This is an optimization exercise on Yosys and OpenROAD, whose aim is small area, not a production implementation.
In this exercise RTL edits were held to simulation tests only and were not proved equivalent to the original.
In run 7 the design's own scripts or RTL, not TritonCTS, make the clock network.
The clock input has no modelled driver; a real chip could not lean on it and would need a root buffer or a full tree.
Power is estimated from default activity; no workload was simulated.

`flow/config.mk`:
```
export PLATFORM = sky130hd
export DESIGN_NAME = mainController
export DESIGN_NICKNAME = mainController
export VERILOG_FILES = /design/flow/design.v
export SDC_FILE = /design/flow/constraint.sdc
export NUM_CORES = 4
export LEC_CHECK = 0
export ABC_AREA = 1
export CAP_MARGIN = 20
export CORE_MARGIN = 2
export CORE_UTILIZATION = 40
export SLEW_MARGIN = 20
```
`flow/constraint.sdc`:
```
create_clock -name core_clock -period 10.0 [get_ports {clk}]
set_input_delay 2.0000 -clock core_clock [delete_from_list [all_inputs] [get_ports {clk}]]
set_output_delay 2.0000 -clock core_clock [all_outputs]
set_load 0.01 [all_outputs]
```
`flow/design.v`:
```
module piezoController #(parameter FRQ = 1_000_000)
                        (input[2:0] octave,
                         input nOn,
                         input clk,
                         input nrst,
                         output reg piezo_wire);
    localparam integer MATCH0 = FRQ / 262 / 2;
    localparam integer MATCH1 = FRQ / 294 / 2;
    localparam integer MATCH2 = FRQ / 330 / 2;
    localparam integer MATCH3 = FRQ / 349 / 2;
    localparam integer MATCH4 = FRQ / 392 / 2;
    localparam integer MATCH5 = FRQ / 440 / 2;
    localparam integer MATCH6 = FRQ / 494 / 2;
    localparam integer MATCH7 = FRQ / 523 / 2;
    localparam integer W = (MATCH0 < 2047) ? 11 : 32;
    reg[W-1:0] cnt;
    reg[W-1:0] match_cnt;
    always @(*) begin
        case (octave)
            3'd0: match_cnt = MATCH0;
            3'd1: match_cnt = MATCH1;
            3'd2: match_cnt = MATCH2;
            3'd3: match_cnt = MATCH3;
            3'd4: match_cnt = MATCH4;
            3'd5: match_cnt = MATCH5;
            3'd6: match_cnt = MATCH6;
            default: match_cnt = MATCH7;
        endcase
    end
    reg gt;
    integer i;
    always @(*) begin
        gt = 1'b0;
        for (i = 0; i < W; i = i + 1)
            gt = match_cnt[i] ? (cnt[i] & gt) : (cnt[i] | gt);
    end
    reg[W-1:0] cnt_inc;
    reg c;
    always @(*) begin
        c = ~nOn;
        for (i = 0; i < W; i = i + 1) begin
            cnt_inc[i] = cnt[i] ^ c;
            c = c & cnt[i];
        end
    end
    wire clr = ~nrst | (~nOn & gt);
    always@(posedge clk)begin
        cnt <= clr ? {W{1'b0}} : cnt_inc;
        if (nrst == 0)
            piezo_wire <= 0;
        else if (~nOn & gt)
            piezo_wire <= ~piezo_wire;
    end
endmodule
module displayController (input clk,
                          input nrst,
                          input[1:0] display_d,  
                          output[7:0] seg_com,
                          output[6:0] seg7);
    reg[3:0] j;
    reg nrst_d;
    always @(posedge clk) begin
        j      <= {4{nrst_d}} & {j[2:0], ~j[3]};
        nrst_d <= nrst;
    end
    wire[7:0] dg;  
    assign dg[0] = ~j[0] & ~j[3];
    assign dg[1] = j[0] & ~j[1];
    assign dg[2] = j[1] & ~j[2];
    assign dg[3] = j[2] & ~j[3];
    assign dg[4] = j[3] & j[0];
    assign dg[5] = ~j[0] & j[1];
    assign dg[6] = ~j[1] & j[2];
    assign dg[7] = ~j[2] & j[3];
    assign seg_com = ~dg;
    wire[2:0] nd = {nrst_d, display_d};
    assign seg7[0] = (dg[0] & (nd == 3'd0 | nd == 3'd1 | nd == 3'd2 | nd == 3'd3 | nd == 3'd4 | nd == 3'd5 | nd == 3'd6)) |
                     (dg[1] & (nd == 3'd0 | nd == 3'd1 | nd == 3'd2 | nd == 3'd3 | nd == 3'd4 | nd == 3'd5 | nd == 3'd6)) |
                     (dg[2] & (nd == 3'd0 | nd == 3'd1 | nd == 3'd2 | nd == 3'd3 | nd == 3'd4 | nd == 3'd6 | nd == 3'd7)) |
                     dg[3] |
                     dg[4] |
                     dg[5] |
                     dg[6] |
                     dg[7];
    assign seg7[1] = dg[0] |
                     dg[1] |
                     dg[2] |
                     dg[3];
    assign seg7[2] = (dg[0] & (nd == 3'd0 | nd == 3'd1 | nd == 3'd2 | nd == 3'd3 | nd == 3'd7)) |
                     (dg[1] & (nd == 3'd0 | nd == 3'd1 | nd == 3'd2 | nd == 3'd3 | nd == 3'd4 | nd == 3'd5 | nd == 3'd7)) |
                     (dg[2] & (nd == 3'd4 | nd == 3'd5 | nd == 3'd6 | nd == 3'd7)) |
                     (dg[3] & (nd == 3'd0 | nd == 3'd1 | nd == 3'd2 | nd == 3'd3 | nd == 3'd5 | nd == 3'd6 | nd == 3'd7)) |
                     (dg[4] & (nd == 3'd0 | nd == 3'd1 | nd == 3'd2 | nd == 3'd3));
    assign seg7[3] = (dg[0] & (nd == 3'd0 | nd == 3'd1 | nd == 3'd2 | nd == 3'd3 | nd == 3'd6 | nd == 3'd7)) |
                     (dg[1] & (nd == 3'd0 | nd == 3'd1 | nd == 3'd2 | nd == 3'd3 | nd == 3'd6)) |
                     (dg[2] & (nd == 3'd0 | nd == 3'd1 | nd == 3'd2 | nd == 3'd3 | nd == 3'd4 | nd == 3'd5)) |
                     (dg[3] & (nd == 3'd0 | nd == 3'd1 | nd == 3'd2 | nd == 3'd3 | nd == 3'd4));
    assign seg7[4] = (dg[0] & (nd == 3'd4 | nd == 3'd5 | nd == 3'd6)) |
                     (dg[1] & (nd == 3'd4 | nd == 3'd5 | nd == 3'd6)) |
                     (dg[2] & (nd == 3'd0 | nd == 3'd1 | nd == 3'd2 | nd == 3'd3 | nd == 3'd6 | nd == 3'd7)) |
                     (dg[3] & (nd == 3'd4));
    assign seg7[5] = (dg[0] & (nd == 3'd4 | nd == 3'd5)) |
                     (dg[1] & (nd == 3'd4 | nd == 3'd5)) |
                     (dg[2] & (nd == 3'd6 | nd == 3'd7)) |
                     (dg[3] & (nd == 3'd5 | nd == 3'd6));
    assign seg7[6] = (dg[0] & (nd == 3'd6)) |
                     (dg[1] & (nd == 3'd0 | nd == 3'd1 | nd == 3'd2 | nd == 3'd3 | nd == 3'd4 | nd == 3'd5 | nd == 3'd6)) |
                     (dg[2] & (nd == 3'd0 | nd == 3'd1 | nd == 3'd2 | nd == 3'd3 | nd == 3'd6 | nd == 3'd7)) |
                     dg[3];
endmodule
module mainController #(parameter FRQ = 1_000_000)  
                       (input clk,
                        input[7:0] key,
                        input nrst,
                        output[7:0] seg_com,
                        output[6:0] seg7,
                        output piezo_wire);
    localparam[3:0] S0   = 4'b0000, S5   = 4'b0001, S3   = 4'b0010, S5F  = 4'b0011,
                    S1A  = 4'b0100, S1B  = 4'b0101, S4   = 4'b0110,
                    S2FA = 4'b1000, S2FB = 4'b1001, S2   = 4'b1010, S3F  = 4'b1011;
    reg[3:0] state;
    reg pass;          
    reg[2:0] octave;   
    wire[2:0] cnt_lo;
    wire cnt_zero;
    runCounter runCounter01(.clk(clk), .nrst(nrst), .inc(~state[2]), .lo(cnt_lo), .zero(cnt_zero));
    wire tdone;
    durationTimer #(.FRQ(FRQ)) timer01(.clk(clk), .load(state[2]), .done(tdone));
    wire tend = tdone | cnt_zero;
    wire[1:0] display_d = state[1] ? 2'd1 : (state[0] ? {1'b1, ~pass} : 2'd0);
    piezoController #(.FRQ(FRQ)) piezoController01(.octave(octave), .nOn(~state[3]), .clk(clk), .nrst(nrst), .piezo_wire(piezo_wire));
    displayController displayController01(.clk(clk), .nrst(nrst), .display_d(display_d), .seg_com(seg_com), .seg7(seg7));
    always @(posedge clk) begin
        if (state[2])
            octave <= cnt_lo;
        if (state == S4)
            pass <= key[octave];
        if (nrst == 0)
            state <= S0;
        else begin
            case (state)
                S0:   state <= key[4] ? S1A : S0;
                S1A:  state <= S2FA;
                S1B:  state <= S2FB;
                S2FA: state <= S2;
                S2FB: state <= S2;
                S2:   state <= tend ? S3F : S2;
                S3F:  state <= (key != 0) ? S4 : S3;
                S3:   state <= (key != 0) ? S4 : S3;
                S4:   state <= S5F;
                S5F:  state <= S5;
                S5:   state <= tend ? S1B : S5;
                default: state <= S0;
            endcase
        end
    end
endmodule
module runCounter (input clk,
                   input nrst,
                   input inc,
                   output reg[2:0] lo,
                   output zero);
    reg[26:0] hi;
    wire step = inc & lo[2] & lo[1] & lo[0];
    wire low0 = ~|hi[25:0];
    wire fb = hi[26] ^ hi[25] ^ hi[24] ^ hi[21] ^ low0;
    assign zero = low0 & ~hi[26] & ~lo[2] & ~lo[1] & ~lo[0];
    wire sh = nrst & step;
    wire hd = nrst & ~step;
    always @(posedge clk) begin
        lo[0] <= nrst & (lo[0] ^ inc);
        lo[1] <= nrst & (lo[1] ^ (inc & lo[0]));
        lo[2] <= nrst & (lo[2] ^ (inc & lo[1] & lo[0]));
        hi    <= ({27{sh}} & {hi[25:0], fb}) | ({27{hd}} & hi);
    end
endmodule
module durationTimer #(parameter FRQ = 1_000_000)
                      (input clk,
                       input load,
                       output done);
    generate
        if (FRQ == 1_000_000) begin : g_lfsr
            localparam[19:0] P = 20'haaaaa;
            reg[19:0] es;
            wire[19:0] e = es ^ P;
            always @(posedge clk)
                es <= load ? (20'hea668 ^ P) : ({e[18:0], e[19] ^ e[16]} ^ P);
            assign done = &e;
        end
        else begin : g_bin
            reg[31:0] e;
            always @(posedge clk)
                e <= load ? 32'd0 : e + 1;
            assign done = (e > FRQ);
        end
    endgenerate
endmodule
```
`flow/run.sh`:
```
#!/bin/bash
# synth_recipe.tcl (not shown) runs the flow's synth.tcl, then flattens the netlist and writes it again
# the make line also repeats each setting of config.mk as NAME=value (left out here)
make -C /OpenROAD-flow-scripts/flow DESIGN_CONFIG=/design/flow/config.mk WORK_HOME=/design/flow/orfs CLKGATE_MAP_FILE= SYNTH_SCRIPT=/design/flow/synth_recipe.tcl finish
```
==> results.sh, run 1 <==
export IMPL_synth_cell_type_count=33
export IMPL_clk_latency_ps=350
export IMPL_critical_path_top_delay_family="buffers and inverters"
export IMPL_ys_warn_count=5
export IMPL_p_sw_share_pct=25.5
export IMPL_cts_hold_buf=0
export IMPL_overflow=0
export IMPL_path_clk_slew_ps=80
export IMPL_powerDensity_nw_per_um2=194
export IMPL_clock_sinks=75
export IMPL_cap_violations=0
export IMPL_synth_area_um2=3120
export IMPL_hold_path_startpoint="timer01.g_lfsr.es[6]"
export IMPL_tightest_slew_ps=872
export IMPL_path_cells="inv_1 > nor3_1 > inv_1 > nor2_1 > inv_1 > o21ai_0 > nand2_1 > o221ai_1 > clkdlybuf4s50_1"
export IMPL_hp_class="flip-flop to flip-flop"
export IMPL_holdWs_ps=398
export IMPL_cts_root_buf="clkbuf_8"
export IMPL_drt_iter0_drc=80
export IMPL_multi_input_area_um2=1240
export IMPL_async_flop_share_pct=0
export IMPL_wl_per_cell_um=11.0
export IMPL_setup_ws_ps=5750
export IMPL_drive_gt1_share_pct=8.55
export IMPL_period_share_pct=42.5
export IMPL_cp_required_ps=8000
export IMPL_synth_edf_count=4
export IMPL_clockBufferDepth=2
export IMPL_fin_skew_ps=9.27
export IMPL_power_switching_w=0.000182
export IMPL_viasPerCell=4.75
export IMPL_syn2layout_area_growth_pct=18.0
export IMPL_grt_setup_unrepaired="no"
export IMPL_gp_congestion=0.832
export IMPL_diodes=0
export IMPL_final_common_cell="inv_1"
export IMPL_hold_depth=1
export IMPL_worst_setup_path_end_kind="output port"
export IMPL_crit_top_cell="inv_1"
export IMPL_synth_fp_nets=411
export IMPL_ys_ff_latch=75
export IMPL_synth_top_area_share_pct=45.5
export IMPL_antenna_found_initial=0
export IMPL_critical_path_depth=9
export IMPL_ir_drop_mv=0.120
export IMPL_critPathArrivalTime_ps=2250
export IMPL_die_w_um=92.3
export IMPL_relSlewSlack_pct=41.7
export IMPL_coreArea_um2=7650
export IMPL_post_cts_resize_count=0
export IMPL_r2r_start="state[3]"
export IMPL_cts_setup_buffers=0
export IMPL_cp_slowest_cell="clkdlybuf4s50_1"
export IMPL_final_cell_mix="inv_1, dfxtp_1, nand2_1"
export IMPL_nNetsFinal=437
export IMPL_setup_viol=0
export IMPL_timing_critical_path_buf_inv=4
export IMPL_cts_buffers=9
export IMPL_min_period_ps=4250
export IMPL_ys_seq_area_share_pct=49.4
export IMPL_dieHeight_um=92.3
export IMPL_dp_slack_ps=5890
export IMPL_p_comb_share_pct=10.7
export IMPL_grt_pass1_wl_um=10000
export IMPL_cp_start_kind="flip-flop"
export IMPL_grt_max_degree=28
export IMPL_tns_ps=0
export IMPL_rows=32
export IMPL_seq_area_um2=1540
export IMPL_drc_errors=0
export IMPL_crit_type="flip-flop to output port"
export IMPL_nFillCells=757
export IMPL_synthTopCellsByArea="dfxtp_1, inv_1, nand2_1"
export IMPL_rr_worst_depth=12
export IMPL_max_stage_delay_ps=580
export IMPL_ioPinCount=26
export IMPL_clockPowerShare_pct=37.1
export IMPL_startpoint="displayController01.nrst_d"
export IMPL_synth_avg_cell_area_um2=8.00
export IMPL_finalMaxSlewViolations=0
export IMPL_power_leakage_nw=1.52
export IMPL_drt_pass1_iterations=4
export IMPL_track_usage_pct=14.9
export IMPL_initial_core_util_pct=40.8
export IMPL_total_power_w=0.000716
export IMPL_p_seq_share_pct=52.2
export IMPL_yosysTopAreaCell="dfxtp_1"
export IMPL_htreeDepth=3
export IMPL_grt_pass1_vias=2268
export IMPL_syn_inst=390
export IMPL_drtAntennaViolNets=0
export IMPL_hpwl_um=4070
export IMPL_worst_path_max_fanout=11
export IMPL_fmax_mhz=235
export IMPL_die_area_um2=8520
export IMPL_tritoncts="built"
export IMPL_drt_total_wl_um=5750
export IMPL_p_int_w=0.000533
export IMPL_status="complete, no violations"
export IMPL_dr_total_vias=2486
export IMPL_ys_flop_type="dfxtp_1"
export IMPL_port_buffers=25
export IMPL_finalHoldViolCount=0
power groups by stage:
stage | Combinational [W] | Sequential [W] | Clock, W
2_1_floorplan | 0.0000580 | 0.000369 | 0
3_3_place_gp | 0.0000754 | 0.000380 | 0
3_5_place_dp | 0.0000774 | 0.000380 | 0
4_1_cts | 0.0000779 | 0.000374 | 0.000275
5_1_grt | 0.0000899 | 0.000379 | 0.000288
6_report | 0.0000766 | 0.000373 | 0.000266
cell usage after synthesis, types with 3 or more instances:
cell	count
inv_1	72
dfxtp_1	71
nand2_1	53
nor2_1	40
o22ai_1	27
o21ai_0	23
nand3_1	12
a21oi_1	11
ha_1	11
nor2_2	11
nor4_1	9
nand4_1	7
clkbuf_1	6
nand2_2	6
edfxtp_1	4
xnor2_1	4
o2111ai_1	3
per-layer routing:
layer  vias to the layer above  track usage [%]  wire length, um  part of all wire, %
met2                        48             22.5             2520                   44
li1                       1325                -                -                    -
met3                         9             3.66              271                  4.7
met4                         0             8.58              106                  1.8
met5                         -                0                0                    0
met1                      1104             19.3             2850                   50
cell type report:
class,count,area share [%]
sequential,75,41.9
inverter,76,7.75
multi-input combinational,229,33.8
clock inverter,5,2.24
timing repair buffer,25,6.80
tap,102,3.47
clock buffer,11,4.11
metrics by stage:
| stage | cells | util (%) | instance area [um2] |
|---|---|---|---|
| floorplan | 390 | - | 3120 |
| global placement | 507 | 45.1 | 3450 |
| detailed placement | 507 | 45.1 | 3450 |
| CTS | 523 | 48.2 | 3680 |
| global route | 523 | 48.2 | 3680 |
| finish | 523 | 48.2 | 3680 |
final timing paths:
path / endpoint / slack (ps)
max reg2reg: piezoController01.cnt[10] / 7410
min: timer01.g_lfsr.es[7] / 400
max: seg7[5] / 5750
min reg2reg: timer01.g_lfsr.es[7] / 400
flip-flops by register name (all words and copies together), names as in the netlist:
| signal | cells |
|---|---|
| displayController01.j | 4 |
| displayController01.nrst_d | 1 |
| octave | 3 |
| pass | 1 |
| piezoController01.cnt | 11 |
| piezoController01.piezo_wire | 1 |
| runCounter01.hi | 27 |
| runCounter01.lo | 3 |
| state | 4 |
| timer01.g_lfsr.es | 20 |
kinds of logic after synthesis:
| family | count (synthesis) | synth area share (%) |
|---|---|---|
| xor gates and xnor gates | 5 | 1.40 |
| and+or+nand+nor | 140 | 20.0 |
| buffers and inverters | 86 | 10.7 |
| DFF | 75 | 49.4 |
| AOI/OAI and AO/OA | 73 | 14.0 |
| adders and majority gates | 11 | 4.41 |
==> inputs of run 2 (changes only) <==
==> flow/flow/run.sh (new file) <==
#!/bin/bash
# Own layout flow: the standard ORFS flow (standard.sh), with these
# changes to how the layout is made:
#  - synthesis maps with ABC's amap (abc_area.script here) and without the
#    full/half-adder extraction (ADDER_MAP_FILE empty); the registers are
#    those of the standard synthesis, as the same script makes them;
#  - ports are buffered with the smallest buffer, sky130_fd_sc_hd__buf_1;
#  - clock tree synthesis adds no dummy loads.
# Every tool's output goes to the ORFS logs under orfs/logs, and make's own
# output to flow_make.log, in the folder this runs in.
set -euo pipefail
W=$(pwd)
rm -rf "$W/orfs_scripts"
cp -r "$FLOW_HOME/scripts" "$W/orfs_scripts"
cp "$W/flow/abc_area.script" "$W/orfs_scripts/abc_area.script"
export SCRIPTS_DIR="$W/orfs_scripts"
export ADDER_MAP_FILE=
export BUFFER_PORTS_ARGS="-buffer_cell sky130_fd_sc_hd__buf_1"
export CTS_ARGS="-sink_clustering_enable -repair_clock_nets -dont_use_dummy_load -buf_list sky130_fd_sc_hd__clkbuf_16 -sink_clustering_size 80 -sink_clustering_max_diameter 500"
bash "$W/standard.sh" > "$W/flow_make.log" 2>&1
==> flow/flow/abc_area.script (new file) <==
strash
dch
amap
topo
==> flow/standard.sh (new file) <==
#!/bin/bash
# synth_recipe.tcl (not shown) runs the flow's synth.tcl, then flattens the netlist and writes it again
# the make line also repeats each setting of config.mk as NAME=value (left out here)
make -C /OpenROAD-flow-scripts/flow DESIGN_CONFIG=/design/flow/config.mk WORK_HOME=/design/flow/orfs CLKGATE_MAP_FILE= SYNTH_SCRIPT=/design/flow/synth_recipe.tcl "${@:-finish}"
removed: flow/run.sh
==> run 2 against run 1 <==
  * Still clean on timing, DRC and antenna
  * Sequential power barely moved
  * Sequential share of layout area increased by 4.7 points
  * Clock skew rose by 1.3 ps
  * Sequential cell count unchanged
  * Design area shrank 10%
==> results.sh, run 2 <==
export IMPL_syn_inst=348
export IMPL_worst_path_max_fanout=5
export IMPL_final_common_cell="dfxtp_1"
export IMPL_period_share_pct=44.6
export IMPL_synth_top_area_share_pct=49.7
export IMPL_critPathArrivalTime_ps=2460
export IMPL_ys_ff_latch=75
export IMPL_powerDensity_nw_per_um2=211
export IMPL_clockPowerShare_pct=36.7
export IMPL_async_flop_share_pct=0
export IMPL_top_regs="runCounter01.hi: 27 flops, timer01.g_lfsr.es: 20 flops, piezoController01.cnt: 11 flops"
export IMPL_synth_cell_type_count=30
export IMPL_clk_latency_ps=320
export IMPL_finalHoldViolCount=0
export IMPL_placed_cells=470
export IMPL_tns_ps=0
export IMPL_synth_xor_area_share_pct=0
export IMPL_die_w_um=88.6
export IMPL_wl_per_cell_um=11.0
export IMPL_worst_setup_path_end_kind="output port"
export IMPL_setup_viol=0
export IMPL_synth_edf_count=4
export IMPL_tritoncts="built"
export IMPL_p_sw_share_pct=24.3
export IMPL_min_period_ps=4460
export IMPL_fmax_mhz=224
export IMPL_hp_class="flip-flop to flip-flop"
export IMPL_coreArea_um2=6870
export IMPL_cts_buffers=9
export IMPL_p_int_w=0.000529
export IMPL_grt_pass1_wl_um=9270
export IMPL_gp_congestion=0.932
export IMPL_cts_setup_buffers=0
export IMPL_die_area_um2=7850
export IMPL_fin_skew_ps=10.6
export IMPL_finalMaxSlewViolations=0
export IMPL_synth_simple_area_share_pct=20.1
export IMPL_cts_root_buf="clkbuf_16"
export IMPL_synth_area_um2=2860
export IMPL_htreeDepth=3
export IMPL_syn2layout_area_growth_pct=15.6
export IMPL_crit_type="flip-flop to output port"
export IMPL_drt_total_wl_um=5280
export IMPL_synthTopCellsByArea="dfxtp_1, nor2_1, clkinv_1"
export IMPL_yosysTopAreaCell="dfxtp_1"
export IMPL_grt_pass1_vias=2195
export IMPL_post_cts_resize_count=0
export IMPL_overflow=0
export IMPL_diodes=0
export IMPL_nNetsFinal=395
export IMPL_dieHeight_um=88.6
export IMPL_gr_usage_met3_pct=4.20
export IMPL_final_cell_mix="dfxtp_1, nor2_1, clkinv_1"
export IMPL_cp_start_kind="flip-flop"
export IMPL_clock_sinks=75
export IMPL_r2r_slack_ps=6910
export IMPL_antenna_found_initial=0
export IMPL_synth_avg_cell_area_um2=8.23
export IMPL_clockBufferDepth=2
export IMPL_largest_reg_flops=27
export IMPL_grtUsageMet1_pct=18.7
export IMPL_drt_pass1_iterations=4
export IMPL_status="complete, no violations"
export IMPL_cp_required_ps=8000
export IMPL_synth_fp_nets=358
export IMPL_drtAntennaViolNets=0
export IMPL_drive_gt1_share_pct=2.61
export IMPL_tightest_slew_ps=947
export IMPL_track_usage_pct=15.2
export IMPL_relSlewSlack_pct=36.7
export IMPL_synth_compound_area_share_pct=18.9
export IMPL_ys_seq_area_share_pct=53.8
export IMPL_initial_core_util_pct=41.7
export IMPL_port_buffers=25
export IMPL_ys_warn_count=5
export IMPL_grt_max_degree=29
export IMPL_synth_most_common_cell="dfxtp_1"
export IMPL_drc_errors=0
export IMPL_top_register="runCounter01.hi"
export IMPL_path_clk_slew_ps=60
export IMPL_drt_iter0_drc=49
export IMPL_ioPinCount=26
export IMPL_total_power_w=0.000698
export IMPL_p_comb_share_pct=9.9
export IMPL_cts_hold_buf=0
export IMPL_power_leakage_nw=1.14
export IMPL_stdcell_count=479
export IMPL_dr_total_vias=2390
export IMPL_grt_setup_unrepaired="no"
export IMPL_viasPerCell=4.99
export IMPL_synth_area_mux_share_pct=0
export IMPL_ir_drop_mv=0.0914
export IMPL_grt_use_met2_pct=24.4
export IMPL_synth_commonest_cells="dfxtp_1, nor2_1, clkinv_1, o22ai_1, nand2_1"
export IMPL_ys_flop_type="dfxtp_1"
export IMPL_hpwl_um=3810
export IMPL_power_switching_w=0.000170
export IMPL_p_seq_share_pct=53.4
export IMPL_yosys_area_share_adder_pct=0
export IMPL_grt_busiest_layer="met2"
export IMPL_nFillCells=704
export IMPL_cap_violations=0
export IMPL_rows=30
export IMPL_synth_top_family_by_area="simple AND/OR/NAND/NOR gates"
==> run 2: kinds of logic after synthesis <==
kind of cell           after synthesis
and+or+nand+nor                    133
AOI/OAI and AO/OA                   86
DFF                                 75
buffers and inverters               54
==> run 2: area by class of cell <==
class | count | area (um2) | share of cell area, %
inverter | 54 | 203 | 6.12
sequential | 75 | 1540 | 46.6
multi-input combinational | 219 | 1120 | 33.8
tap | 96 | 120 | 3.63
clock buffer | 9 | 225 | 6.81
timing repair buffer | 26 | 101 | 3.06
==> run 2: power by group through the flow <==
stage | Sequential (W) | Clock, W | Combinational [W]
finish | 0.000373 | 0.000256 | 0.0000688
global route | 0.000379 | 0.000280 | 0.0000811
CTS | 0.000374 | 0.000266 | 0.0000698
detailed placement | 0.000379 | 0 | 0.0000698
global placement | 0.000379 | 0 | 0.0000688
floorplan | 0.000371 | 0 | 0.0000536
==> run 2: critical path: stages, from the launching register on <==
cell and delay, ps:
dfxtp_1 380, clkinv_1 150, nor2_1 230, clkinv_1 160
nor2_1 180, clkinv_1 110, nor2_1 200, o22ai_1 120
a2111oi_0 360, nand3_1 120, buf_1 140
==> run 2: per-stage QoR <==
step	worst slack (ps)	hold WS [ps]	cell area, um2	utilization (%)
after floorplan	6180	366	2860	-
after global placement	5920	372	3080	44.9
after detailed placement	5860	377	3080	44.9
after CTS	5520	376	3310	48.2
after global routing	5300	396	3310	48.2
final	5540	378	3310	48.2
==> run 2: final timing paths <==
path / start / endpoint / cells past startpoint
setup / recovery: state[0] / seg7[0] / 10
setup reg to reg: octave[2] / piezoController01.cnt[2] / 18
hold reg to reg: timer01.g_lfsr.es[9] / timer01.g_lfsr.es[10] / 1
hold / removal: timer01.g_lfsr.es[9] / timer01.g_lfsr.es[10] / 1
==> run 2: metal layers <==
layer / up-vias / part of all wire, %
li1: 1294 / -
met1: 1051 / 52
met2: 38 / 44
met3: 7 / 2.9
met4: 0 / 1.8
met5: - / 0
==> inputs of run 3 (changes only) <==
--- a/flow/flow/run.sh
+++ b/flow/flow/run.sh
@@ -16,5 +16,5 @@
 export SCRIPTS_DIR="$W/orfs_scripts"
 export ADDER_MAP_FILE=
 export BUFFER_PORTS_ARGS="-buffer_cell sky130_fd_sc_hd__buf_1"
-export CTS_ARGS="-sink_clustering_enable -repair_clock_nets -dont_use_dummy_load -buf_list sky130_fd_sc_hd__clkbuf_16 -sink_clustering_size 80 -sink_clustering_max_diameter 500"
+export CTS_ARGS="-sink_clustering_enable -repair_clock_nets -dont_use_dummy_load -buf_list sky130_fd_sc_hd__clkbuf_4"
 bash "$W/standard.sh" > "$W/flow_make.log" 2>&1
==> run 3 against run 2 <==
  * Clock power fell by 51%
  * Non-clock buffer count did not move
  * Sequential cell count did not move
  * Die area did not move
  * Largest power group unchanged
  * Critical endpoint unchanged
  * Largest cell class unchanged
  * Global-route usage fell by 0.26 points
==> results.sh, run 3 <==
export IMPL_htreeDepth=3
export IMPL_yosysTopAreaCell="dfxtp_1"
export IMPL_drt_iter0_drc=70
export IMPL_cts_hold_buf=0
export IMPL_hp_class="flip-flop to flip-flop"
export IMPL_critPathArrivalTime_ps=2540
export IMPL_antenna_found_initial=0
export IMPL_tns_ps=0
export IMPL_fmax_mhz=220
export IMPL_drt_pass1_iterations=4
export IMPL_min_period_ps=4540
export IMPL_rr_worst_depth=18
export IMPL_drc_errors=0
export IMPL_worst_path_max_fanout=5
export IMPL_hold_depth=1
export IMPL_dieHeight_um=88.6
export IMPL_cp_required_ps=8000
export IMPL_async_flop_share_pct=0
export IMPL_synth_top_area_share_pct=49.7
export IMPL_tightest_slew_ps=959
export IMPL_cts_setup_buffers=0
export IMPL_hpwl_um=3810
export IMPL_grt_max_degree=29
export IMPL_clockBufferDepth=2
export IMPL_viasPerCell=5.01
export IMPL_place_area_um2=3080
export IMPL_final_cell_mix="dfxtp_1, nor2_1, clkinv_1"
export IMPL_synth_avg_cell_area_um2=8.23
export IMPL_period_share_pct=45.4
export IMPL_setup_viol=0
export IMPL_top_regs="runCounter01.hi: 27 flops, timer01.g_lfsr.es: 20 flops, piezoController01.cnt: 11 flops"
export IMPL_drive_gt1_share_pct=2.61
export IMPL_drt_total_wl_um=5270
export IMPL_ys_ff_latch=75
export IMPL_synth_area_um2=2860
export IMPL_dr_total_vias=2399
export IMPL_power_leakage_nw=1.07
export IMPL_fin_skew_ps=30.0
export IMPL_drtAntennaViolNets=0
export IMPL_cap_violations=0
export IMPL_cp_start_kind="flip-flop"
export IMPL_post_cts_resize_count=0
export IMPL_initial_core_util_pct=41.7
export IMPL_synth_commonest_cells="dfxtp_1, nor2_1, clkinv_1, o22ai_1, nand2_1"
export IMPL_syn2layout_area_growth_pct=10.1
export IMPL_status="complete, no violations"
export IMPL_finalHoldViolCount=0
export IMPL_postLayoutCoreUtil_pct=45.9
export IMPL_synth_cell_type_count=30
export IMPL_port_buffers=25
export IMPL_cts_root_buf="clkbuf_4"
export IMPL_nNetsFinal=395
export IMPL_overflow=0
export IMPL_ys_flop_type="dfxtp_1"
export IMPL_largest_reg_flops=27
export IMPL_grt_pass1_wl_um=9200
export IMPL_tritoncts="built"
export IMPL_synth_most_common_cell="dfxtp_1"
export IMPL_syn_inst=348
export IMPL_die_area_um2=7850
export IMPL_path_clk_slew_ps=120
export IMPL_ioPinCount=26
export IMPL_ys_seq_area_share_pct=53.8
export IMPL_clock_sinks=75
export IMPL_synthTopCellsByArea="dfxtp_1, nor2_1, clkinv_1"
export IMPL_crit_type="flip-flop to output port"
export IMPL_cts_buffers=9
export IMPL_rows=30
export IMPL_diodes=0
export IMPL_ys_warn_count=5
export IMPL_worst_setup_path_end_kind="output port"
export IMPL_die_w_um=88.6
export IMPL_ir_drop_mv=0.0811
export IMPL_grt_setup_unrepaired="no"
export IMPL_design_area_um2=3150
export IMPL_top_register="runCounter01.hi"
export IMPL_synth_fp_nets=358
export IMPL_powerDensity_nw_per_um2=180
export IMPL_gp_congestion=0.932
export IMPL_relSlewSlack_pct=35.9
export IMPL_coreArea_um2=6870
export IMPL_clk_latency_ps=400
export IMPL_grt_pass1_vias=2195
export IMPL_track_usage_pct=14.9
export IMPL_final_common_cell="dfxtp_1"
export IMPL_synth_edf_count=4
export IMPL_wl_per_cell_um=11.0
export IMPL_finalMaxSlewViolations=0
[run 3: cell counts after synthesis]
Identical to the previous run, type by type.
[run 3: power breakdown]
| group | leakage, nW | switching (W) | internal (W) |
|---|---|---|---|
| registers | 0.619 | 0.0000288 | 0.000343 |
| clock network | 0.0414 | 0.0000841 | 0.0000419 |
| logic | 0.411 | 0.0000415 | 0.0000273 |
| total | 1.07 | 0.000154 | 0.000413 |
[run 3: logic make-up (layout without fill, tap and decap cells)]
kind of cell	count (synthesis)	count (layout)	synth area share (%)
DFF	75	75	53.8
buffers and inverters	54	89	7.08
AOI/OAI and AO/OA	86	86	18.9
and+or+nand+nor	133	133	20.1
[run 3: worst paths after layout]
kind	startpoint	to	slack [ps]
setup / recovery	state[0]	seg7[0]	5460
hold / removal	timer01.g_lfsr.es[9]	timer01.g_lfsr.es[10]	370
setup reg to reg	octave[2]	piezoController01.cnt[2]	6900
hold reg to reg	timer01.g_lfsr.es[9]	timer01.g_lfsr.es[10]	370
[run 3: worst max-delay path: stages (launching register included)]
cell and delay (ps):
dfxtp_1 390, clkinv_1 150, nor2_1 230, clkinv_1 160
nor2_1 180, clkinv_1 110, nor2_1 210, o22ai_1 120
a2111oi_0 360, nand3_1 120, buf_1 140
[run 3: per-layer routing]
layer	routed length (um)	part of all wire [%]	vias to the layer above	global-route usage (%)
met2	2270	43	38	24.3
met3	186	3.5	9	3.36
met1	2710	51	1054	18.5
li1	-	-	1298	-
met4	99	1.9	0	7.85
met5	0	0	-	0
[run 3: through the flow]
step	hold slack (ps)	total power [W]	setup slack, ps	std cells
final	373	0.000567	5460	479
after global routing	395	0.000605	5200	479
after CTS	371	0.000577	5420	479
after detailed placement	377	0.000449	5860	470
after global placement	372	0.000448	5920	470
after floorplan	366	0.000424	6180	348
[run 3: area by class of cell]
type	count	area [um2]
fill	725	3720
tap	96	120
multi-input combinational	219	1120
inverter	54	203
sequential	75	1540
clock buffer	9	67.6
timing repair buffer	26	101
==> inputs of run 4 (changes only) <==
--- a/flow/flow/run.sh
+++ b/flow/flow/run.sh
@@ -16,5 +16,5 @@
 export SCRIPTS_DIR="$W/orfs_scripts"
 export ADDER_MAP_FILE=
 export BUFFER_PORTS_ARGS="-buffer_cell sky130_fd_sc_hd__buf_1"
-export CTS_ARGS="-sink_clustering_enable -repair_clock_nets -dont_use_dummy_load -buf_list sky130_fd_sc_hd__clkbuf_4"
+export CTS_ARGS="-sink_clustering_enable -repair_clock_nets -dont_use_dummy_load"
 bash "$W/standard.sh" > "$W/flow_make.log" 2>&1
==> run 4 against run 3 <==
  * Final cell count is the same
  * Hold slack gained 5.1 ps
  * Highest routed layer unchanged
  * Largest cell class unchanged
  * Routed wire length rose by 0.19%
  * Via count fell by 0.50%
==> results.sh, run 4 <==
export IMPL_status="complete, no violations"
export IMPL_hold_depth=1
export IMPL_synth_cell_type_count=30
export IMPL_ys_seq_area_share_pct=53.8
export IMPL_die_w_um=88.6
export IMPL_max_stage_delay_ps=380
export IMPL_tritoncts="built"
export IMPL_hpwl_um=3810
export IMPL_worst_path_max_fanout=5
export IMPL_period_share_pct=44.7
export IMPL_ys_ff_latch=75
export IMPL_path_cells="clkinv_1 > nor2_1 > clkinv_1 > nor2_1 > clkinv_1 > nor2_1 > o22ai_1 > a2111oi_0 > nand3_1 > buf_1"
export IMPL_largest_reg_flops=27
export IMPL_tightest_slew_ps=953
export IMPL_cp_required_ps=8000
export IMPL_drive_gt1_share_pct=2.61
export IMPL_worst_setup_path_end_kind="output port"
export IMPL_top_register="runCounter01.hi"
export IMPL_top_regs="runCounter01.hi: 27 flops, timer01.g_lfsr.es: 20 flops, piezoController01.cnt: 11 flops"
export IMPL_syn2layout_area_growth_pct=12.1
export IMPL_drc_errors=0
export IMPL_ioPinCount=26
export IMPL_drt_total_wl_um=5280
export IMPL_gp_congestion=0.932
export IMPL_cts_buffers=9
export IMPL_htreeDepth=3
export IMPL_ys_warn_count=5
export IMPL_place_area_um2=3080
export IMPL_port_buffers=25
export IMPL_antenna_found_initial=0
export IMPL_overflow=0
export IMPL_min_period_ps=4470
export IMPL_drt_pass1_iterations=4
export IMPL_critical_path_top_delay_family="simple AND/OR/NAND/NOR gates"
export IMPL_fin_skew_ps=17.4
export IMPL_yosysTopAreaCell="dfxtp_1"
export IMPL_synth_commonest_cells="dfxtp_1, nor2_1, clkinv_1, o22ai_1, nand2_1"
export IMPL_cts_root_buf="clkbuf_8"
export IMPL_fmax_mhz=224
export IMPL_ir_drop_mv=0.0797
export IMPL_final_common_cell="dfxtp_1"
export IMPL_rows=30
export IMPL_design_area_um2=3210
export IMPL_cp_slowest_cell="dfxtp_1"
export IMPL_viasPerCell=4.98
export IMPL_synth_edf_count=4
export IMPL_cp_start_kind="flip-flop"
export IMPL_nNetsFinal=395
export IMPL_track_usage_pct=15.0
export IMPL_synth_avg_cell_area_um2=8.23
export IMPL_timing_critical_path_buf_inv=4
export IMPL_finalHoldViolCount=0
export IMPL_async_flop_share_pct=0
export IMPL_synth_fp_nets=358
export IMPL_clock_sinks=75
export IMPL_tns_ps=0
export IMPL_cap_violations=0
export IMPL_final_cell_mix="dfxtp_1, nor2_1, clkinv_1"
export IMPL_post_cts_resize_count=0
export IMPL_diodes=0
export IMPL_die_area_um2=7850
export IMPL_grt_max_degree=29
export IMPL_grt_setup_unrepaired="no"
export IMPL_wl_per_cell_um=11.0
export IMPL_setup_viol=0
export IMPL_relSlewSlack_pct=36.3
export IMPL_synthTopCellsByArea="dfxtp_1, nor2_1, clkinv_1"
export IMPL_crit_type="flip-flop to output port"
export IMPL_critPathArrivalTime_ps=2470
export IMPL_dieHeight_um=88.6
export IMPL_grt_pass1_vias=2179
export IMPL_clk_latency_ps=330
export IMPL_grt_pass1_wl_um=9180
export IMPL_cts_setup_buffers=0
export IMPL_coreArea_um2=6870
export IMPL_synth_area_um2=2860
export IMPL_cts_hold_buf=0
export IMPL_syn_inst=348
export IMPL_hp_class="flip-flop to flip-flop"
export IMPL_clockBufferDepth=2
export IMPL_finalMaxSlewViolations=0
export IMPL_initial_core_util_pct=41.7
export IMPL_powerDensity_nw_per_um2=190
export IMPL_synth_most_common_cell="dfxtp_1"
export IMPL_dr_total_vias=2387
export IMPL_drt_iter0_drc=69
export IMPL_power_leakage_nw=1.10
export IMPL_total_power_w=0.000611
export IMPL_path_clk_slew_ps=80
export IMPL_critical_path_depth=10
export IMPL_synth_top_area_share_pct=49.7
export IMPL_ys_flop_type="dfxtp_1"
export IMPL_drtAntennaViolNets=0
export IMPL_rr_worst_depth=18
-- run 4: final timing paths --
kind / start / end / slack (ps)
worst max-delay path: state[0] / seg7[0] / 5530
worst min-delay path: timer01.g_lfsr.es[9] / timer01.g_lfsr.es[10] / 380
worst max register to register: octave[2] / piezoController01.cnt[2] / 6910
worst min register to register: timer01.g_lfsr.es[9] / timer01.g_lfsr.es[10] / 380
-- run 4: power by group --
group	internal (W)	switching [W]
Sequential	0.000344	0.0000288
Clock	0.0000803	0.0000894
Combinational	0.0000273	0.0000415
Total	0.000451	0.000160
-- run 4: final cells by class --
cell class / instances / area, um2
Clock buffer: 9 / 124
Fill cell: 714 / 3660
Inverter: 54 / 203
Multi-Input combinational cell: 219 / 1120
Sequential cell: 75 / 1540
Tap cell: 96 / 120
Timing Repair Buffer: 26 / 101
-- run 4: cell families after synthesis --
group,synth area share (%)
compound gates,18.9
buf+inv,7.08
flops,53.8
simple gates,20.1
-- run 4: stage by stage --
step | setup WS (ps) | util [%] | cells | hold WS [ps]
floorplan | 6180 | - | 348 | 366
global placement | 5920 | 44.9 | 470 | 372
detailed placement | 5860 | 44.9 | 470 | 377
CTS | 5500 | 46.7 | 479 | 375
global route | 5290 | 46.7 | 479 | 391
finish | 5530 | 46.7 | 479 | 378
-- run 4: per-layer routing --
metal	share of wire, %	global-route usage [%]	wire (um)
met2	43	24.2	2290
met3	4.4	4.48	231
met1	51	18.5	2700
met4	1.0	6.61	54
met5	0	0	0
==> inputs of run 5 (changes only) <==
--- a/flow/flow/run.sh
+++ b/flow/flow/run.sh
@@ -16,5 +16,5 @@
 export SCRIPTS_DIR="$W/orfs_scripts"
 export ADDER_MAP_FILE=
 export BUFFER_PORTS_ARGS="-buffer_cell sky130_fd_sc_hd__buf_1"
-export CTS_ARGS="-sink_clustering_enable -repair_clock_nets -dont_use_dummy_load"
+export CTS_ARGS="-sink_clustering_enable -repair_clock_nets -dont_use_dummy_load -root_buf sky130_fd_sc_hd__clkbuf_8 -buf_list sky130_fd_sc_hd__clkbuf_4"
 bash "$W/standard.sh" > "$W/flow_make.log" 2>&1
==> run 5 against run 4 <==
  * Design area unchanged
  * Synthesized area did not move
  * Core utilization unchanged
  * Highest routed layer unchanged
  * Critical path type unchanged
  * Combinational power hardly changed
  * Clock skew unchanged
  * Power did not move
  * Clock-buffer cell count is the same
  * Via count is the same
  * Setup slack did not move
  * Hold slack is the same
  * Largest power group unchanged
==> results.sh, run 5 <==
export IMPL_gp_congestion=0.932
export IMPL_post_cts_resize_count=0
export IMPL_drtAntennaViolNets=0
export IMPL_diodes=0
export IMPL_synth_most_common_cell="dfxtp_1"
export IMPL_path_clk_slew_ps=80
export IMPL_max_stage_delay_ps=380
export IMPL_period_share_pct=44.7
export IMPL_route_layer_met1_wl_um=2700
export IMPL_synth_avg_cell_area_um2=8.23
export IMPL_overflow=0
export IMPL_wl_per_cell_um=11.0
export IMPL_stdcell_count=479
export IMPL_port_buffers=25
export IMPL_yosysTopAreaCell="dfxtp_1"
export IMPL_cp_start_kind="flip-flop"
export IMPL_hold_path_startpoint="timer01.g_lfsr.es[9]"
export IMPL_drive_gt1_share_pct=2.61
export IMPL_die_area_um2=7850
export IMPL_holdWs_ps=378
export IMPL_crit_type="flip-flop to output port"
export IMPL_grt_setup_unrepaired="no"
export IMPL_dp_slack_ps=5860
export IMPL_powerDensity_nw_per_um2=190
export IMPL_ys_ff_latch=75
export IMPL_drc_errors=0
export IMPL_nFillCells=714
export IMPL_syn_inst=348
export IMPL_die_w_um=88.6
export IMPL_initial_core_util_pct=41.7
export IMPL_met3WireLength_um=231
export IMPL_status="complete, no violations"
export IMPL_tightest_slew_ps=953
export IMPL_power_leakage_nw=1.10
export IMPL_synth_cell_type_count=30
export IMPL_drt_pass1_iterations=4
export IMPL_ys_flop_type="dfxtp_1"
export IMPL_synth_area_um2=2860
export IMPL_r2r_slack_ps=6910
export IMPL_ir_drop_mv=0.0797
export IMPL_synth_fp_nets=358
export IMPL_rows=30
export IMPL_fmax_mhz=224
export IMPL_path_cells="clkinv_1 > nor2_1 > clkinv_1 > nor2_1 > clkinv_1 > nor2_1 > o22ai_1 > a2111oi_0 > nand3_1 > buf_1"
export IMPL_top_regs="runCounter01.hi: 27 flops, timer01.g_lfsr.es: 20 flops, piezoController01.cnt: 11 flops"
export IMPL_clock_sinks=75
export IMPL_dieHeight_um=88.6
export IMPL_fin_skew_ps=17.4
export IMPL_antenna_found_initial=0
export IMPL_multi_input_area_um2=1120
export IMPL_clk_latency_ps=330
export IMPL_hold_depth=1
export IMPL_top_layer="met4"
export IMPL_rr_worst_depth=18
export IMPL_cp_required_ps=8000
export IMPL_hpwl_um=3810
export IMPL_drt_total_wl_um=5280
export IMPL_coreArea_um2=6870
export IMPL_min_period_ps=4470
export IMPL_synth_edf_count=4
export IMPL_worst_path_max_fanout=5
export IMPL_total_power_w=0.000611
export IMPL_cts_setup_buffers=0
export IMPL_synthTopCellsByArea="dfxtp_1, nor2_1, clkinv_1"
export IMPL_wl_met2_um=2290
export IMPL_dr_total_vias=2387
export IMPL_critPathArrivalTime_ps=2470
export IMPL_tns_ps=0
export IMPL_cts_root_buf="clkbuf_8"
export IMPL_setup_ws_ps=5530
export IMPL_placed_cells=470
export IMPL_timing_critical_path_buf_inv=4
export IMPL_largest_reg_flops=27
export IMPL_ioPinCount=26
export IMPL_critical_path_top_delay_family="simple AND/OR/NAND/NOR gates"
export IMPL_viasPerCell=4.98
export IMPL_htreeDepth=3
export IMPL_hold_end="timer01.g_lfsr.es[10]"
export IMPL_track_usage_pct=15.0
export IMPL_setup_viol=0
export IMPL_r2r_start="octave[2]"
export IMPL_seq_area_um2=1540
export IMPL_cts_hold_buf=0
export IMPL_cap_violations=0
export IMPL_final_common_cell="dfxtp_1"
export IMPL_synth_top_area_share_pct=49.7
export IMPL_async_flop_share_pct=0
export IMPL_top_register="runCounter01.hi"
export IMPL_ys_warn_count=5
export IMPL_grt_max_degree=29
export IMPL_hp_class="flip-flop to flip-flop"
export IMPL_cp_slowest_cell="dfxtp_1"
export IMPL_drt_iter0_drc=69
export IMPL_worstReg2RegEnd="piezoController01.cnt[2]"
export IMPL_finalMaxSlewViolations=0
export IMPL_relSlewSlack_pct=36.3
export IMPL_grt_pass1_vias=2179
export IMPL_worst_setup_path_end_kind="output port"
export IMPL_tritoncts="built"
export IMPL_synth_commonest_cells="dfxtp_1, nor2_1, clkinv_1, o22ai_1, nand2_1"
export IMPL_nNetsFinal=395
export IMPL_syn2layout_area_growth_pct=12.1
export IMPL_cts_buffers=9
export IMPL_clockBufferDepth=2
export IMPL_grt_pass1_wl_um=9180
export IMPL_final_cell_mix="dfxtp_1, nor2_1, clkinv_1"
export IMPL_ys_seq_area_share_pct=53.8
export IMPL_finalHoldViolCount=0
run 5: cell counts after synthesis:
No cell type changed its count.
run 5: cell type report:
cell class,instances,area share (%)
sequential,75,48.0
multi-input combinational,219,34.9
inverter,54,6.32
clock buffer,9,3.86
tap,96,3.74
timing repair buffer,26,3.16
run 5: metal layers:
| layer | vias up | GRT usage [%] |
|---|---|---|
| li1 | 1294 | - |
| met1 | 1048 | 18.5 |
| met2 | 41 | 24.2 |
| met3 | 4 | 4.48 |
| met4 | 0 | 6.61 |
| met5 | - | 0 |
run 5: through the flow:
step	utilization (%)	cell area, um2
floorplan	-	2860
global placement	44.9	3080
detailed placement	44.9	3080
CTS	46.7	3210
global route	46.7	3210
finish	46.7	3210
run 5: cell families after synthesis:
kind of cell	count (synthesis)	share of synthesized area [%]
buf+inv	54	7.08
simple gates	133	20.1
flops	75	53.8
compound gates	86	18.9
run 5: worst max-delay path by stage:
stage                     slack, ps     start  cells after the start      end
after global routing           5290  state[0]                     10  seg7[0]
after floorplan                6180  state[0]                      9  seg7[0]
after detailed placement       5860  state[0]                     10  seg7[0]
after global placement         5920  state[0]                     10  seg7[0]
final                          5530  state[0]                     10  seg7[0]
after CTS                      5500  state[0]                     10  seg7[0]
run 5: where the power goes:
group / switching (W) / internal, W
combinational: 0.0000415 / 0.0000273
clock: 0.0000894 / 0.0000803
sequential: 0.0000288 / 0.000344
total: 0.000160 / 0.000451
==> inputs of run 6 (changes only) <==
--- a/flow/design.v
+++ b/flow/design.v
@@ -180,12 +180,12 @@
                        output done);
     generate
         if (FRQ == 1_000_000) begin : g_lfsr
-            localparam[19:0] P = 20'haaaaa;
+            localparam[19:0] P = 20'h55555;
             reg[19:0] es;
             wire[19:0] e = es ^ P;
             always @(posedge clk)
-                es <= load ? (20'hea668 ^ P) : ({e[18:0], e[19] ^ e[16]} ^ P);
-            assign done = &e;
+                es <= load ? 20'd0 : ({e[18:0], e[19] ^ e[16]} ^ P);
+            assign done = (e == 20'h5e7cd);
         end
         else begin : g_bin
             reg[31:0] e;
==> flow/flow/run.sh (replaced) <==
#!/bin/bash
# Own layout flow: the standard ORFS flow (standard.sh), with these
# changes to how the layout is made:
#  - synthesis runs without the full/half-adder extraction (ADDER_MAP_FILE
#    empty) and maps with each of the ABC scripts abc_*.script here in turn
#    (as ORFS's abc_area.script); the layout is made from the one whose
#    netlist has the smallest cell area. The registers are those of the
#    standard synthesis, as the same synthesis script makes them;
#  - ports are buffered with the smallest buffer, sky130_fd_sc_hd__buf_1;
#  - in place of clock tree synthesis, one clock buffer (clock_buffer.tcl)
#    drives all the registers' clock pins.
# Every tool's output goes to the ORFS logs under orfs/ (and try_N/ for the
# trial syntheses), and make's own output to flow_make.log and
# try_N.log, in the folder this runs in.
set -euo pipefail
W=$(pwd)
rm -rf "$W/orfs_scripts"
cp -r "$FLOW_HOME/scripts" "$W/orfs_scripts"
export SCRIPTS_DIR="$W/orfs_scripts"
export ADDER_MAP_FILE=
export BUFFER_PORTS_ARGS="-buffer_cell sky130_fd_sc_hd__buf_1"
export CLOCK_BUFFER_CELL=sky130_fd_sc_hd__clkbuf_8
python3 - "$W/orfs_scripts/cts.tcl" "$W/flow/clock_buffer.tcl" <<'PY'
import sys
p, t = sys.argv[1], sys.argv[2]
s = open(p).read()
old = "log_cmd clock_tree_synthesis {*}$cts_args"
assert s.count(old) == 1
open(p, "w").write(s.replace(old, "source " + t))
PY

best=""; best_area=""
for s in "$W"/flow/abc_*.script; do
  n=$(basename "$s" .script)
  cp "$s" "$W/orfs_scripts/abc_area.script"
  rm -rf "$W/try_$n"
  sed "s|WORK_HOME=[^ ]*|WORK_HOME=$W/try_$n|" "$W/standard.sh" > "$W/try_$n.sh"
  if bash "$W/try_$n.sh" synth > "$W/try_$n.log" 2>&1; then
    a=$(awk '/Chip area for module/ {print $NF}' "$W"/try_$n/reports/*/mainController/base/synth_stat.txt | head -1)
    echo "$n: $a" >> "$W/synth_choice.log"
    if [[ -n "$a" ]] && { [[ -z "$best_area" ]] || awk -v a="$a" -v b="$best_area" 'BEGIN{exit !(a<b)}'; }; then
      best=$s; best_area=$a
    fi
  else
    echo "$n: failed" >> "$W/synth_choice.log"
  fi
done
[[ -n "$best" ]] || best="$W/flow/abc_1.script"
echo "chosen: $(basename "$best")" >> "$W/synth_choice.log"
cp "$best" "$W/orfs_scripts/abc_area.script"
bash "$W/standard.sh" > "$W/flow_make.log" 2>&1
==> flow/flow/abc_1.script (new file) <==
strash
dch
amap
topo
==> flow/flow/abc_2.script (new file) <==
strash
&get -n
&fraig -x
&put
scorr
dc2
dretime
strash
&get -n
&dch -f
&nf
&put
==> flow/flow/abc_3.script (new file) <==
strash
dc2
&get -n
&dch -f
&nf -a
&put
==> flow/flow/abc_4.script (new file) <==
strash
&get -n
&dch -f
&nf -a -F 5 -A 5
&put
topo
==> flow/flow/abc_5.script (new file) <==
strash
dc2
dch -f
map -a
topo
==> flow/flow/clock_buffer.tcl (new file) <==
# Replaces clock_tree_synthesis in cts.tcl: the clock port's net is split
# by one clock buffer (CLOCK_BUFFER_CELL), placed at the centre of the
# flip-flops it drives, which then drives every clock sink. The clock thus
# reaches every register through the same single buffer.
proc single_clock_buffer { cell } {
  set db [ord::get_db]
  set block [ord::get_db_block]
  set clk_port [lindex [get_ports [get_property [lindex [all_clocks] 0] sources]] 0]
  set net [$block findNet [get_full_name [get_nets -of_objects $clk_port]]]
  set master [$db findMaster $cell]
  set inst [odb::dbInst_create $block $master "clkbuf_0_clk"]
  set newnet [odb::dbNet_create $block "clknet_0_clk"]
  $newnet setSigType CLOCK
  $net setSigType CLOCK
  set xs 0
  set ys 0
  set n 0
  foreach it [$net getITerms] {
    lassign [[$it getInst] getLocation] x y
    set xs [expr {$xs + $x}]
    set ys [expr {$ys + $y}]
    incr n
    $it disconnect
    $it connect $newnet
  }
  [$inst findITerm A] connect $net
  [$inst findITerm X] connect $newnet
  [$inst findITerm VPWR] connect [$block findNet VDD]
  [$inst findITerm VGND] connect [$block findNet VSS]
  $inst setLocation [expr {$xs / $n}] [expr {$ys / $n}]
  $inst setPlacementStatus PLACED
  puts "single_clock_buffer: $cell drives $n clock sinks"
}
single_clock_buffer $::env(CLOCK_BUFFER_CELL)
set_propagated_clock [all_clocks]
removed: flow/flow/abc_area.script
==> run 6 against run 5 <==
  * The run now fails in clock tree synthesis
  * Synthesized area decreased by 0.35%
  * Synthesized cell count decreased by 2.0%
==> results.sh, run 6 <==
export IMPL_synth_fp_nets=351
export IMPL_synthTopCellsByArea="dfxtp_1, nor2_1, o22ai_1"
export IMPL_synth_simple_area_share_pct=20.5
export IMPL_synth_commonest_cells="nor2_1, dfxtp_1, clkinv_1, o22ai_1, nand2_1"
export IMPL_hpwl_um=3810
export IMPL_synth_top_family_by_area="simple AND/OR/NAND/NOR gates"
export IMPL_ys_ff_latch=75
export IMPL_die_w_um=88.5
export IMPL_dp_slack_ps=6070
export IMPL_synth_top_area_share_pct=49.8
export IMPL_synth_most_common_cell="nor2_1"
export IMPL_ys_seq_area_share_pct=54.0
export IMPL_ioPinCount=26
export IMPL_ys_warn_count=5
export IMPL_initial_core_util_pct=41.8
export IMPL_rows=30
export IMPL_synth_compound_area_share_pct=18.8
export IMPL_ys_flop_type="dfxtp_1"
export IMPL_toolErrorMsg="[ERROR STA-0333] object '_c21a523b217f0000_p_Pin' is not a port."
export IMPL_lastStage="clock tree synthesis"
export IMPL_synth_avg_cell_area_um2=8.37
export IMPL_gp_congestion=0.802
export IMPL_synth_cell_type_count=33
export IMPL_async_flop_share_pct=0
export IMPL_synth_edf_count=4
export IMPL_synth_xor_area_share_pct=0
export IMPL_synth_area_um2=2850
export IMPL_status="aborted with a tool error"
export IMPL_port_buffers=25
export IMPL_syn_inst=341
export IMPL_dieHeight_um=88.5
export IMPL_yosys_area_share_adder_pct=0
export IMPL_synth_area_mux_share_pct=0
export IMPL_yosysTopAreaCell="dfxtp_1"
[run 6: cell types whose count changed after synthesis, sizes merged, moves of 3 or more]
cell | before | now
nor4 | 12 | 6
nor2 | 70 | 76
nand3 | 5 | 2
o21ai | 16 | 12
nand2 | 25 | 20
nand4 | 4 | 7
clkinv | 54 | 51
[run 6: worst min-delay path by stage]
stage | startpoint | end | slack (ps)
floorplan | timer01.g_lfsr.es[12] | timer01.g_lfsr.es[13] | 380
global placement | timer01.g_lfsr.es[0] | timer01.g_lfsr.es[1] | 390
detailed placement | timer01.g_lfsr.es[0] | timer01.g_lfsr.es[1] | 400
[run 6: kinds of logic after synthesis]
| family | after synthesis |
|---|---|
| and+or+nand+nor | 132 |
| AOI/OAI and AO/OA | 83 |
| DFF | 75 |
| buffers and inverters | 51 |
[run 6: per-stage QoR]
step / std cells / total power [W] / instance area (um2)
detailed placement: 463 / 0.000451 / 3070
floorplan: 341 / 0.000425 / 2850
global placement: 463 / 0.000449 / 3070
[run 6: power groups by stage]
stage | registers [W] | logic (W) | clock network [W]
2_1_floorplan | 0.000372 | 0.0000533 | 0
3_3_place_gp | 0.000380 | 0.0000683 | 0
3_5_place_dp | 0.000381 | 0.0000699 | 0
==> inputs of run 7 (changes only) <==
--- a/flow/flow/run.sh
+++ b/flow/flow/run.sh
@@ -7,8 +7,10 @@
 #    netlist has the smallest cell area. The registers are those of the
 #    standard synthesis, as the same synthesis script makes them;
 #  - ports are buffered with the smallest buffer, sky130_fd_sc_hd__buf_1;
-#  - in place of clock tree synthesis, one clock buffer (clock_buffer.tcl)
-#    drives all the registers' clock pins.
+#  - in place of clock tree synthesis, clock_buffer.tcl splits the
+#    registers by location into CLOCK_COLS x CLOCK_ROWS equal groups, each
+#    driven by one CLOCK_LEAF_CELL buffer, driven in turn by the clock port
+#    (or by a CLOCK_ROOT_CELL buffer, if set).
 # Every tool's output goes to the ORFS logs under orfs/ (and try_N/ for the
 # trial syntheses), and make's own output to flow_make.log and
 # try_N.log, in the folder this runs in.
@@ -19,7 +21,10 @@
 export SCRIPTS_DIR="$W/orfs_scripts"
 export ADDER_MAP_FILE=
 export BUFFER_PORTS_ARGS="-buffer_cell sky130_fd_sc_hd__buf_1"
-export CLOCK_BUFFER_CELL=sky130_fd_sc_hd__clkbuf_8
+export CLOCK_LEAF_CELL=sky130_fd_sc_hd__buf_6
+export CLOCK_ROOT_CELL=
+export CLOCK_COLS=2
+export CLOCK_ROWS=2
 python3 - "$W/orfs_scripts/cts.tcl" "$W/flow/clock_buffer.tcl" <<'PY'
 import sys
 p, t = sys.argv[1], sys.argv[2]
==> flow/flow/clock_buffer.tcl (replaced) <==
proc clock_buffer_place { block master name innet outnet x y } {
  set inst [odb::dbInst_create $block $master $name]
  [$inst findITerm A] connect $innet
  [$inst findITerm X] connect $outnet
  [$inst findITerm VPWR] connect [$block findNet VDD]
  [$inst findITerm VGND] connect [$block findNet VSS]
  $inst setLocation $x $y
  $inst setPlacementStatus PLACED
  return $inst
}

proc clock_leaf_buffers { leaf_cell root_cell cols rows } {
  set db [ord::get_db]
  set block [ord::get_db_block]
  set src [lindex [get_property [lindex [all_clocks] 0] sources] 0]
  set net [[$block findBTerm [get_full_name $src]] getNet]
  $net setSigType CLOCK
  set sinks {}
  foreach it [$net getITerms] {
    lassign [[$it getInst] getLocation] x y
    lappend sinks [list $it $x $y]
  }
  set n [llength $sinks]
  set groups {}
  set by_x [lsort -integer -index 1 $sinks]
  for {set c 0} {$c < $cols} {incr c} {
    set col [lrange $by_x [expr {$c * $n / $cols}] [expr {($c + 1) * $n / $cols - 1}]]
    set m [llength $col]
    set by_y [lsort -integer -index 2 $col]
    for {set r 0} {$r < $rows} {incr r} {
      lappend groups [lrange $by_y [expr {$r * $m / $rows}] [expr {($r + 1) * $m / $rows - 1}]]
    }
  }
  if {$root_cell ne ""} {
    set leaf_in [odb::dbNet_create $block "clknet_0_clk"]
    $leaf_in setSigType CLOCK
  } else {
    set leaf_in $net
  }
  set leaf_master [$db findMaster $leaf_cell]
  set lx 0
  set ly 0
  set g 0
  foreach grp $groups {
    set newnet [odb::dbNet_create $block "clknet_leaf_${g}_clk"]
    $newnet setSigType CLOCK
    set sx 0
    set sy 0
    foreach s $grp {
      set it [lindex $s 0]
      $it disconnect
      $it connect $newnet
      set sx [expr {$sx + [lindex $s 1]}]
      set sy [expr {$sy + [lindex $s 2]}]
    }
    set cx [expr {$sx / [llength $grp]}]
    set cy [expr {$sy / [llength $grp]}]
    clock_buffer_place $block $leaf_master "clkbuf_leaf_${g}_clk" $leaf_in $newnet $cx $cy
    puts "clock_leaf_buffers: $leaf_cell $g drives [llength $grp] clock sinks"
    set lx [expr {$lx + $cx}]
    set ly [expr {$ly + $cy}]
    incr g
  }
  if {$root_cell ne ""} {
    clock_buffer_place $block [$db findMaster $root_cell] "clkbuf_0_clk" $net $leaf_in \
      [expr {$lx / $g}] [expr {$ly / $g}]
    puts "clock_leaf_buffers: root $root_cell drives $g leaf buffers"
  }
}
clock_leaf_buffers $::env(CLOCK_LEAF_CELL) $::env(CLOCK_ROOT_CELL) \
  $::env(CLOCK_COLS) $::env(CLOCK_ROWS)
set_propagated_clock [all_clocks]
==> run 7 against run 6 <==
  * Now clean on timing, DRC and antenna
  * Synthesized area unchanged
  * Synthesized cell count did not move
==> results.sh, run 7 <==
export IMPL_crit_type="flip-flop to output port"
export IMPL_drt_iter0_drc=120
export IMPL_drive_gt1_share_pct=1.35
export IMPL_dieHeight_um=88.5
export IMPL_hpwl_um=3810
export IMPL_synth_edf_count=4
export IMPL_synth_area_mux_share_pct=0
export IMPL_drtAntennaViolNets=0
export IMPL_min_period_ps=4110
export IMPL_wl_met2_um=2230
export IMPL_route_layer_met1_wl_um=2700
export IMPL_holdWs_ps=411
export IMPL_ys_seq_area_share_pct=54.0
export IMPL_syn2layout_area_growth_pct=9.34
export IMPL_path_clk_slew_ps=120
export IMPL_powerDensity_nw_per_um2=176
export IMPL_synth_area_um2=2850
export IMPL_largest_reg_flops=27
export IMPL_drc_errors=0
export IMPL_worst_path_max_fanout=4
export IMPL_synth_top_family_by_area="simple AND/OR/NAND/NOR gates"
export IMPL_synth_most_common_cell="nor2_1"
export IMPL_synth_avg_cell_area_um2=8.37
export IMPL_top_regs="runCounter01.hi: 27 flops, timer01.g_lfsr.es: 20 flops, piezoController01.cnt: 11 flops"
export IMPL_grt_pass1_wl_um=8690
export IMPL_coreArea_um2=6830
export IMPL_tightest_slew_ps=983
export IMPL_die_area_um2=7820
export IMPL_grt_max_degree=29
export IMPL_wl_per_cell_um=11.2
export IMPL_synth_xor_area_share_pct=0
export IMPL_ys_flop_type="dfxtp_1"
export IMPL_rows=30
export IMPL_fin_skew_ps=12.4
export IMPL_track_usage_pct=13.0
export IMPL_post_cts_resize_count=0
export IMPL_relSlewSlack_pct=34.3
export IMPL_viasPerCell=5.12
export IMPL_diodes=0
export IMPL_setup_viol=0
export IMPL_async_flop_share_pct=0
export IMPL_hp_class="flip-flop to flip-flop"
export IMPL_top_layer="met4"
export IMPL_grt_setup_unrepaired="no"
export IMPL_fmax_mhz=243
export IMPL_grt_pass1_vias=2041
export IMPL_period_share_pct=41.1
export IMPL_synth_cell_type_count=33
export IMPL_cts_hold_buf=0
export IMPL_final_cell_mix="nor2_1, dfxtp_1, clkinv_1"
export IMPL_synthTopCellsByArea="dfxtp_1, nor2_1, o22ai_1"
export IMPL_synth_commonest_cells="nor2_1, dfxtp_1, clkinv_1, o22ai_1, nand2_1"
export IMPL_clk_latency_ps=150
export IMPL_drt_total_wl_um=5240
export IMPL_finalHoldViolCount=0
export IMPL_final_common_cell="nor2_1"
export IMPL_synth_simple_area_share_pct=20.5
export IMPL_status="complete, no violations"
export IMPL_synth_fp_nets=351
export IMPL_power_leakage_nw=1.07
export IMPL_initial_core_util_pct=41.8
export IMPL_drt_pass1_iterations=4
export IMPL_antenna_found_initial=0
export IMPL_yosysTopAreaCell="dfxtp_1"
export IMPL_tns_ps=0
export IMPL_cp_required_ps=8000
export IMPL_ir_drop_mv=0.106
export IMPL_ioPinCount=26
export IMPL_synth_top_area_share_pct=49.8
export IMPL_finalMaxSlewViolations=0
export IMPL_cap_violations=0
export IMPL_synth_compound_area_share_pct=18.8
export IMPL_worst_setup_path_end_kind="output port"
export IMPL_cts_setup_buffers=0
export IMPL_dr_total_vias=2393
export IMPL_nNetsFinal=383
export IMPL_critPathArrivalTime_ps=2110
export IMPL_met3WireLength_um=238
export IMPL_ys_warn_count=5
export IMPL_port_buffers=25
export IMPL_gp_congestion=0.802
export IMPL_yosys_area_share_adder_pct=0
export IMPL_nFillCells=726
export IMPL_syn_inst=341
export IMPL_overflow=0
export IMPL_top_register="runCounter01.hi"
export IMPL_die_w_um=88.5
export IMPL_ys_ff_latch=75
export IMPL_cp_start_kind="flip-flop"
## run 7: stage by stage
| step | setup WS (ps) | total power, W | cell area (um2) | std cells | utilization [%] |
|---|---|---|---|---|---|
| after floorplan | 6380 | 0.000425 | 2850 | 341 | - |
| after global placement | 6150 | 0.000449 | 3070 | 463 | 45.0 |
| after detailed placement | 6070 | 0.000451 | 3070 | 463 | 45.0 |
| after CTS | 5890 | 0.000554 | 3120 | 467 | 45.7 |
| after global routing | 5650 | 0.000578 | 3120 | 467 | 45.7 |
| final | 5890 | 0.000549 | 3120 | 467 | 45.7 |
## run 7: worst max-delay path: stages (launching register included)
cell,delay [ps]
dfxtp_1,400
clkinv_1,130
nor2_1,230
clkinv_1,150
nor2_1,180
clkinv_1,120
nor2_1,190
o22ai_1,120
a211oi_1,190
nand4_1,110
buf_1,140
## run 7: final cells by class
| cell class | instances | area, um2 | share of cell area (%) |
|---|---|---|---|
| Buffer | 4 | 45.0 | 1.44 |
| Tap cell | 96 | 120 | 3.85 |
| Sequential cell | 75 | 1540 | 49.4 |
| Timing Repair Buffer | 26 | 101 | 3.25 |
| Inverter | 51 | 191 | 6.14 |
| Multi-Input combinational cell | 215 | 1120 | 35.9 |
## run 7: cells by family (layout without fill, tap and decap cells)
| group | Yosys count | count (layout) |
|---|---|---|
| DFF | 75 | 75 |
| buffers and inverters | 51 | 81 |
| AOI/OAI and AO/OA | 83 | 83 |
| and+or+nand+nor | 132 | 132 |
## run 7: routing by layer
metal	GRT usage, %	up-vias
met5	0	-
met3	1.40	6
met2	23.1	49
met4	1.93	0
li1	-	1266
met1	17.4	1072
## run 7: path summary, 6_finish.rpt
kind / to / depth (start not counted) / slack, ps / from
hold reg to reg: timer01.g_lfsr.es[1] / 1 / 410 / timer01.g_lfsr.es[0]
setup / recovery: seg7[0] / 10 / 5890 / state[0]
hold / removal: timer01.g_lfsr.es[1] / 1 / 410 / timer01.g_lfsr.es[0]
setup reg to reg: piezoController01.cnt[5] / 21 / 6640 / octave[2]
## run 7: report_power, final
part | switching (W) | internal (W) | leakage [nW]
Clock | 0.0000728 | 0.0000326 | 0.0242
Sequential | 0.0000296 | 0.000344 | 0.619
Combinational | 0.0000408 | 0.0000286 | 0.427

## port drivers added, routing unchanged
Ports are ideal in the flow. The routed layouts listed here were re-timed in OpenROAD. Step 1: set_driving_cell puts a clkbuf_16 on clk and a buf_2 on each other input, an assumption about the parent block. Step 2 moves the port delays by t, midway between the first and last clock arrival at a register: inputs arrive t later, outputs are due t later. That takes back most of the time a late clock gives input paths. Slacks: no drivers / after step 1 / after step 2; pairs: no drivers / after step 1.
run	shift t [ns]	setup slack, ns	worst setup path after step 2
run 1	0.372	5.750 / 5.718 / 5.865	input to register
run 2	0.347	5.542 / 5.508 / 5.855	register to output
run 3	0.407	5.463 / 5.437 / 5.845	register to output
run 4	0.351	5.534 / 5.505 / 5.856	register to output
run 5	0.351	5.534 / 5.505 / 5.856	register to output
run 7	0.199	5.888 / 5.829 / 6.028	register to output
After both steps setup and hold are still met in every run listed.
